Background: an optimization exercise with open tools, aiming at small area, a short achievable clock period and few clock cycles. Do not read the settings as production practice. In this exercise RTL edits were held to simulation tests only and were not proved equivalent to the original.

==> flow/design.v (excerpt) <==
module JAM (
input CLK,
input RST,
output reg [2:0] W,
output reg [2:0] J,
input [6:0] Cost,
output reg [3:0] MatchCount,
output reg [9:0] MinCost,
output reg Valid );
localparam P = 6;    
localparam K0 = 3'd3;    
localparam PASS1 = 3'd0, PASS2 = 3'd1, INIT = 3'd2, SEARCH = 3'd3, FIX = 3'd4, DONE = 3'd5;
reg [2:0] ph;
reg [6:0] v [0:7];      
reg signed [7:0] u [0:7];  
reg [2:0] arg [0:7];    
reg [2:0] arg2 [0:7];   
reg [7:0] big [0:7];    
reg signed [10:0] S0;   
reg signed [7:0] m;     
reg [2:0] am;           
reg signed [7:0] m2;    
reg [2:0] am2;          
reg [6:0] Vc;           
reg signed [11:0] R;    
reg signed [10:0] S [0:6];  
reg [2:0] a [0:6];      
reg [2:0] nxj [0:6];    
reg [6:0] hn;           
reg       bt_ok;        
reg [2:0] bt_d;         
integer k;
wire [2:0] d = W;
wire [2:0] j = J;
wire [2:0] dn = d + 3'd1;
wire [6:0] vj = Vc;
wire signed [7:0] tw = {1'b0, Cost} - {1'b0, vj};    
wire       c_lt_v = tw[7];
wire [6:0] vmin = c_lt_v ? Cost : vj;
wire [6:0] t = tw[6:0];
wire signed [7:0] tp = (ph == PASS1 && c_lt_v) ? 8'sd0 : tw;
wire       t_lt_m = (j == 3'd0) || (tp < m);
wire signed [7:0] mnew = t_lt_m ? tp : m;
wire [2:0] amnew = t_lt_m ? j : am;
wire       t_lt_m2 = (j == 3'd1) || (tp < m2);
wire signed [7:0] m2new = t_lt_m ? m : t_lt_m2 ? tp : m2;
wire [2:0] am2new = t_lt_m ? am : t_lt_m2 ? j : am2;
wire signed [11:0] ts = {{4{tw[7]}}, tw};
wire       prune = ts > R;
wire       better = ts < R;
wire       leaf = (d == 3'd7);
reg [7:0] used;          
wire [2:0] argd = arg[d];
reg signed [7:0] Un;    
wire signed [11:0] un_s = {{4{Un[7]}}, Un};
reg [2:0] argn;          
reg [2:0] arg2n;         
reg [2:0] argn2;         
reg [2:0] arg2n2;        
always @(*) begin
	argn2 = arg[0];
	arg2n2 = arg2[0];
	for (k = 0; k < 6; k = k + 1)
		if (d == k) begin
			argn2 = arg[k + 2];
			arg2n2 = arg2[k + 2];
		end
end
reg signed [7:0] un2;   
always @(*) begin
	un2 = u[0];
	for (k = 0; k < 6; k = k + 1)
		if (d == k) un2 = u[k + 2];
end
wire       is_top = (j == argd);
wire       skipok = R < 12'sd32;
wire [2:0] arg2d = arg2[d];
wire       is_sec = (j == arg2d);
wire       first2 = is_top | is_sec;
wire [7:0] bigd = big[d];
reg [7:0] gt;
always @(*) begin
  ...
For scale: about 3200 cells after synthesis, roughly 0.027 mm^2 of cells after synthesis.
Settings: LEC_CHECK=0, ABC_AREA=1, CAP_MARGIN=20, CORE_MARGIN=2, CORE_UTILIZATION=40, CTS_BUF_LIST=sky130_fd_sc_hd__clkbuf_8, SETUP_SLACK_MARGIN=0.7, SLEW_MARGIN=20; clock period 5.0 ns.
run.sh (not shown) runs the stock make flow with config.mk's settings and CLKGATE_MAP_FILE= SYNTH_SCRIPT=/design/flow/synth_recipe.tcl, a recipe that flattens the netlist after the stock synthesis.
Testbench counts at the start, summed over its fixed seeds: cycles 1,509.
Rerun with:
SETUP_SLACK_MARGIN = 0.6   (was 0.7)
=> The new run finished with timing, DRC and antenna clean. Area after synthesis stays the same. Wire length came out lower by about 0.4%. Setup slack gets worse by 0.040 ns. Final area came out lower by 0.60%. Utilization came out lower by 0.28 points.

========
## lane 5
JAM, a different RTL version from the one above (not shown whole).
Size in the first run: about 2700 cells after synthesis, roughly 400 flip-flops, roughly 30 I/O pins, roughly 23000 um^2 of cells after synthesis.
Settings: LEC_CHECK=0, ABC_AREA=1, CAP_MARGIN=20, CORE_MARGIN=2, CORE_UTILIZATION=40, SETUP_SLACK_MARGIN=0.8, SLEW_MARGIN=20; clock period 5.0 ns.
Both conditions hold for lane 5: the flow ran to the end and the final layout passed the timing, design-rule and antenna checks.
Testbench counts of lane 5, summed over its fixed seeds: cycles 2,334.
Setup changes, lane 5 to lane 2
- a deleted SETUP_SLACK_MARGIN that had been 0.8
- a deleted ABC_AREA that had been 1
[summary]
- Lane 2 against lane 5: count of buffers not belonging to the clock network in the layout rose by 9, critical path depth in cells fell by 4, share of synthesized cell area in full adder, half adder and majority cells stayed essentially flat.
- Compared with lane 5, lane 2 shows final area that has gone down slightly.
- The lower DRC violation total after the first TritonRoute iteration came out of lane 2.
- Buffer and inverter count on the worst path, lane 2 and lane 5, higher one = lane 5.
- Diff lane 5 -> lane 2: clock transition at the register clock pins on the worst setup and hold paths after CTS did not really move.
- Run comparison: lane 2 largest family of logic cells by synthesized area compound AO/OA/AOI/OAI gates; lane 5 largest family of logic cells by synthesized area simple AND/OR/NAND/NOR gates

========
run A:
Another version of the RTL of JAM (not shown whole).
Size in the first run: roughly 440 flip-flops, ~0.026 mm² of cells after synthesis.
make LEC_CHECK=0 ABC_AREA=1 CAP_MARGIN=20 CORE_MARGIN=2 CORE_UTILIZATION=40 CTS_BUF_LIST=sky130_fd_sc_hd__clkbuf_4 SETUP_SLACK_MARGIN=0.8 SLEW_MARGIN=20 finish   # period 5.0 ns
Run A has completed all stages; timing, DRC and antenna checks passed.
Testbench counts of run A, summed over its fixed seeds: cycles 1,829.
The following lists how run B was set up differently from run A:
Settings: CTS_BUF_LIST removed (was sky130_fd_sc_hd__clkbuf_4); SETUP_SLACK_MARGIN changed from 0.8 to 0.9.
[summary]
Run B | status: complete | timing, DRC, antenna: pass. Run B ended up with fa_2 as its cell with the largest stage delay on the worst path; run A ended up with dfrtp_2. [compare] base=run A new=run B: final core utilization went up 0.53 points, cell depth of the worst setup path went up 4, number of cells on the worst reg-to-reg path went up 8.0%.
[inputs] run C vs run B
Settings: SETUP_SLACK_MARGIN: 0.9 -> 0.8.
--- outcome ---
Number of nets in the layout was lower in run C than in run B.
Run C against run B: cell count now smaller; hold slack now larger; routed wire length now smaller; worst-case headroom to the max-slew limit now larger.
Here is what was changed in the inputs of run D compared with run C.
Settings: putting PLACE_DENSITY at 0.75 where nothing was set.
### Flow results
Combined buffer and inverter count along the critical path (run D over run C): decrease, 3
Summary of run D over run C: post-CTS resize count increased about 40%, minimum setup slack in the final design now sits lower.
Delta(routed wire length, run D - run C) < 0
When run D is measured against run C, its met2 usage in global routing turns out 3.3 points lower.
Total global routing track utilization down 1.9 points in run D wrt run C

========
RTL: one of the versions met above, not the one the previous note started from.
Size in the first run: ~30 I/O pins, roughly 23000 sq um of cells after synthesis.
clock: 5.0 ns
lec_check: 0
cap_margin: 20
core_margin: 2
core_utilization: 40
setup_slack_margin: 0.8
slew_margin: 20
Testbench counts at the start, summed over its fixed seeds: cycles 2,334.
Next try:
Settings changed: CORE_UTILIZATION 40 to 60, CTS_BUF_LIST set to sky130_fd_sc_hd__clkbuf_4 sky130_fd_sc_hd__clkbuf_8, CTS_CLUSTER_SIZE set to 30.
Outcome:
- count of clock-buffer cells in the layout is higher by 32
- clock skew barely changes
- routed wire length drops slightly
- synthesized area stays the same
- register-to-register slack hardly moves
- core utilization rose by 23 points
- via count grows by a few percent
- synthesized cell count stays the same
- final area drops slightly

========
Another version of the RTL of JAM (not shown whole).
Size in the first run: roughly 3400 cells after synthesis, ~460 flip-flops, roughly 30 I/O pins, ~28000 um2 of cells after synthesis.
Design JAM, start of the top module:
module JAM (
input CLK,
input RST,
output reg [2:0] W,
output reg [2:0] J,
input [6:0] Cost,
output reg [3:0] MatchCount,
output reg [9:0] MinCost,
output reg Valid );
localparam P = 6;    
localparam K0 = 3'd3;    
localparam PASS1 = 3'd0, PASS2 = 3'd1, INIT = 3'd2, SEARCH = 3'd3, FIX = 3'd4, DONE = 3'd5;
reg [2:0] ph;
reg [6:0] v [0:7];      
reg signed [7:0] u [0:7];  
reg [2:0] arg [0:7];    
reg [2:0] arg2 [0:7];   
reg [7:0] big [0:7];    
reg signed [10:0] S0;   
reg signed [7:0] m;     
reg [2:0] am;           
reg signed [7:0] m2;    
reg [2:0] am2;          
reg [6:0] Vc;           
reg signed [11:0] R;    
reg signed [10:0] S [0:6];  
reg [2:0] a [0:6];      
reg [2:0] nxj [0:6];    
reg [6:0] hn;           
reg       bt_ok;        
reg [2:0] bt_d;         
integer k;
wire [2:0] d = W;
wire [2:0] j = J;
wire [2:0] dn = d + 3'd1;
wire [6:0] vj = Vc;
wire signed [7:0] tw = {1'b0, Cost} - {1'b0, vj};    
wire       c_lt_v = tw[7];
wire [6:0] vmin = c_lt_v ? Cost : vj;
wire [6:0] t = tw[6:0];
wire signed [7:0] tp = (ph == PASS1 && c_lt_v) ? 8'sd0 : tw;
wire       t_lt_m = (j == 3'd0) || (tp < m);
wire signed [7:0] mnew = t_lt_m ? tp : m;
wire [2:0] amnew = t_lt_m ? j : am;
wire       t_lt_m2 = (j == 3'd1) || (tp < m2);
wire signed [7:0] m2new = t_lt_m ? m : t_lt_m2 ? tp : m2;
wire [2:0] am2new = t_lt_m ? am : t_lt_m2 ? j : am2;
wire signed [11:0] ts = {{4{tw[7]}}, tw};
wire       prune = ts > R;
wire       better = ts < R;
wire       leaf = (d == 3'd7);
reg [7:0] used;          
wire [2:0] argd = arg[d];
reg signed [7:0] Un;    
wire signed [11:0] un_s = {{4{Un[7]}}, Un};
reg [2:0] argn;          
reg [2:0] arg2n;         
reg [2:0] argn2;         
reg [2:0] arg2n2;        
always @(*) begin
	argn2 = arg[0];
	arg2n2 = arg2[0];
	for (k = 0; k < 6; k = k + 1)
		if (d == k) begin
			argn2 = arg[k + 2];
			arg2n2 = arg2[k + 2];
		end
end
reg signed [7:0] un2;   
always @(*) begin
	un2 = u[0];
	for (k = 0; k < 6; k = k + 1)
		if (d == k) un2 = u[k + 2];
end
wire       is_top = (j == argd);
wire       skipok = R < 12'sd32;
wire [2:0] arg2d = arg2[d];
wire       is_sec = (j == arg2d);
wire       first2 = is_top | is_sec;
wire [7:0] bigd = big[d];
reg [7:0] gt;
always @(*) begin
  ...
==> flow/config.mk <==
export PLATFORM = sky130hd
export DESIGN_NAME = JAM
export DESIGN_NICKNAME = JAM
export VERILOG_FILES = /design/flow/design.v
export SDC_FILE = /design/flow/constraint.sdc
export NUM_CORES = 4
export LEC_CHECK = 0
export ABC_AREA = 1
export CAP_MARGIN = 20
export CORE_MARGIN = 2
export CORE_UTILIZATION = 40
export CTS_BUF_LIST = sky130_fd_sc_hd__clkbuf_8
export SETUP_SLACK_MARGIN = 0.8
export SLEW_MARGIN = 20
==> flow/constraint.sdc <==
create_clock -name core_clock -period 5.0 [get_ports {CLK}]
set_input_delay 1.0000 -clock core_clock [delete_from_list [all_inputs] [get_ports {CLK}]]
set_output_delay 1.0000 -clock core_clock [all_outputs]
set_load 0.01 [all_outputs]
Testbench counts at the start, summed over its fixed seeds: cycles 1,441.
Change:
--- a/flow/config.mk
+++ b/flow/config.mk
@@ -11,4 +11,4 @@
 export CORE_UTILIZATION = 40
 export CTS_BUF_LIST = sky130_fd_sc_hd__clkbuf_8
-export SETUP_SLACK_MARGIN = 0.8
+export SETUP_SLACK_MARGIN = 0.9
 export SLEW_MARGIN = 20
Outcome: Worst hold slack barely changes; non-clock buffer count falls by 4; cell area rises by 0.69%; setup slack improved by 0.017 ns; synthesized area is unchanged.

==> re-timing with driven ports <==
The flow's constraints put no driver on any port. The routed layouts listed below were extracted and timed again, unchanged, in two steps. Step 1 sets driving cells, clkbuf_16 on the clock port and buf_2 on the other inputs (assumed; they add their load-dependent delay and slew). Step 2, shift: input delay + t, output delay - t, t = (earliest + latest rising clock arrival at the registers) / 2. This alone moves slack from input paths to output paths. a / b / c = ideal ports / drivers / drivers and shift; a / b = the first two.
run | shift t [ns] | slack for setup (ns) | worst setup path at the end
the first run of note 1 | 0.749 | 0.874 / 0.896 / 0.150 | input to register
the second run of note 1 | 0.739 | 0.834 / 0.840 / 0.126 | input to register
lane 5 | 0.641 | 0.930 / 0.970 / 0.329 | input to register
lane 2 | 0.637 | 0.291 / 0.332 / -0.305 | input to register
run A | 0.950 | 1.020 / 1.020 / 0.250 | input to register
run B | 0.661 | 0.855 / 0.866 / 0.205 | input to register
run C | 0.661 | 0.957 / 0.976 / 0.316 | input to register
run D | 0.653 | 0.736 / 0.752 / 0.099 | input to register
the first run of note 4 | 0.637 | 0.845 / 0.878 / 0.241 | input to register
the second run of note 4 | 0.675 | 0.865 / 0.876 / 0.201 | input to register
the first run of note 5 | 0.751 | 0.943 / 0.943 / 0.391 | input to register
the second run of note 5 | 0.729 | 0.960 / 0.983 / 0.271 | input to register
With both steps, setup timing fails in lane 2, where it was met with ideal ports. The setup slack of run A, which loses most, moves by 0.000 ns with the drivers and by -0.770 ns with both steps.
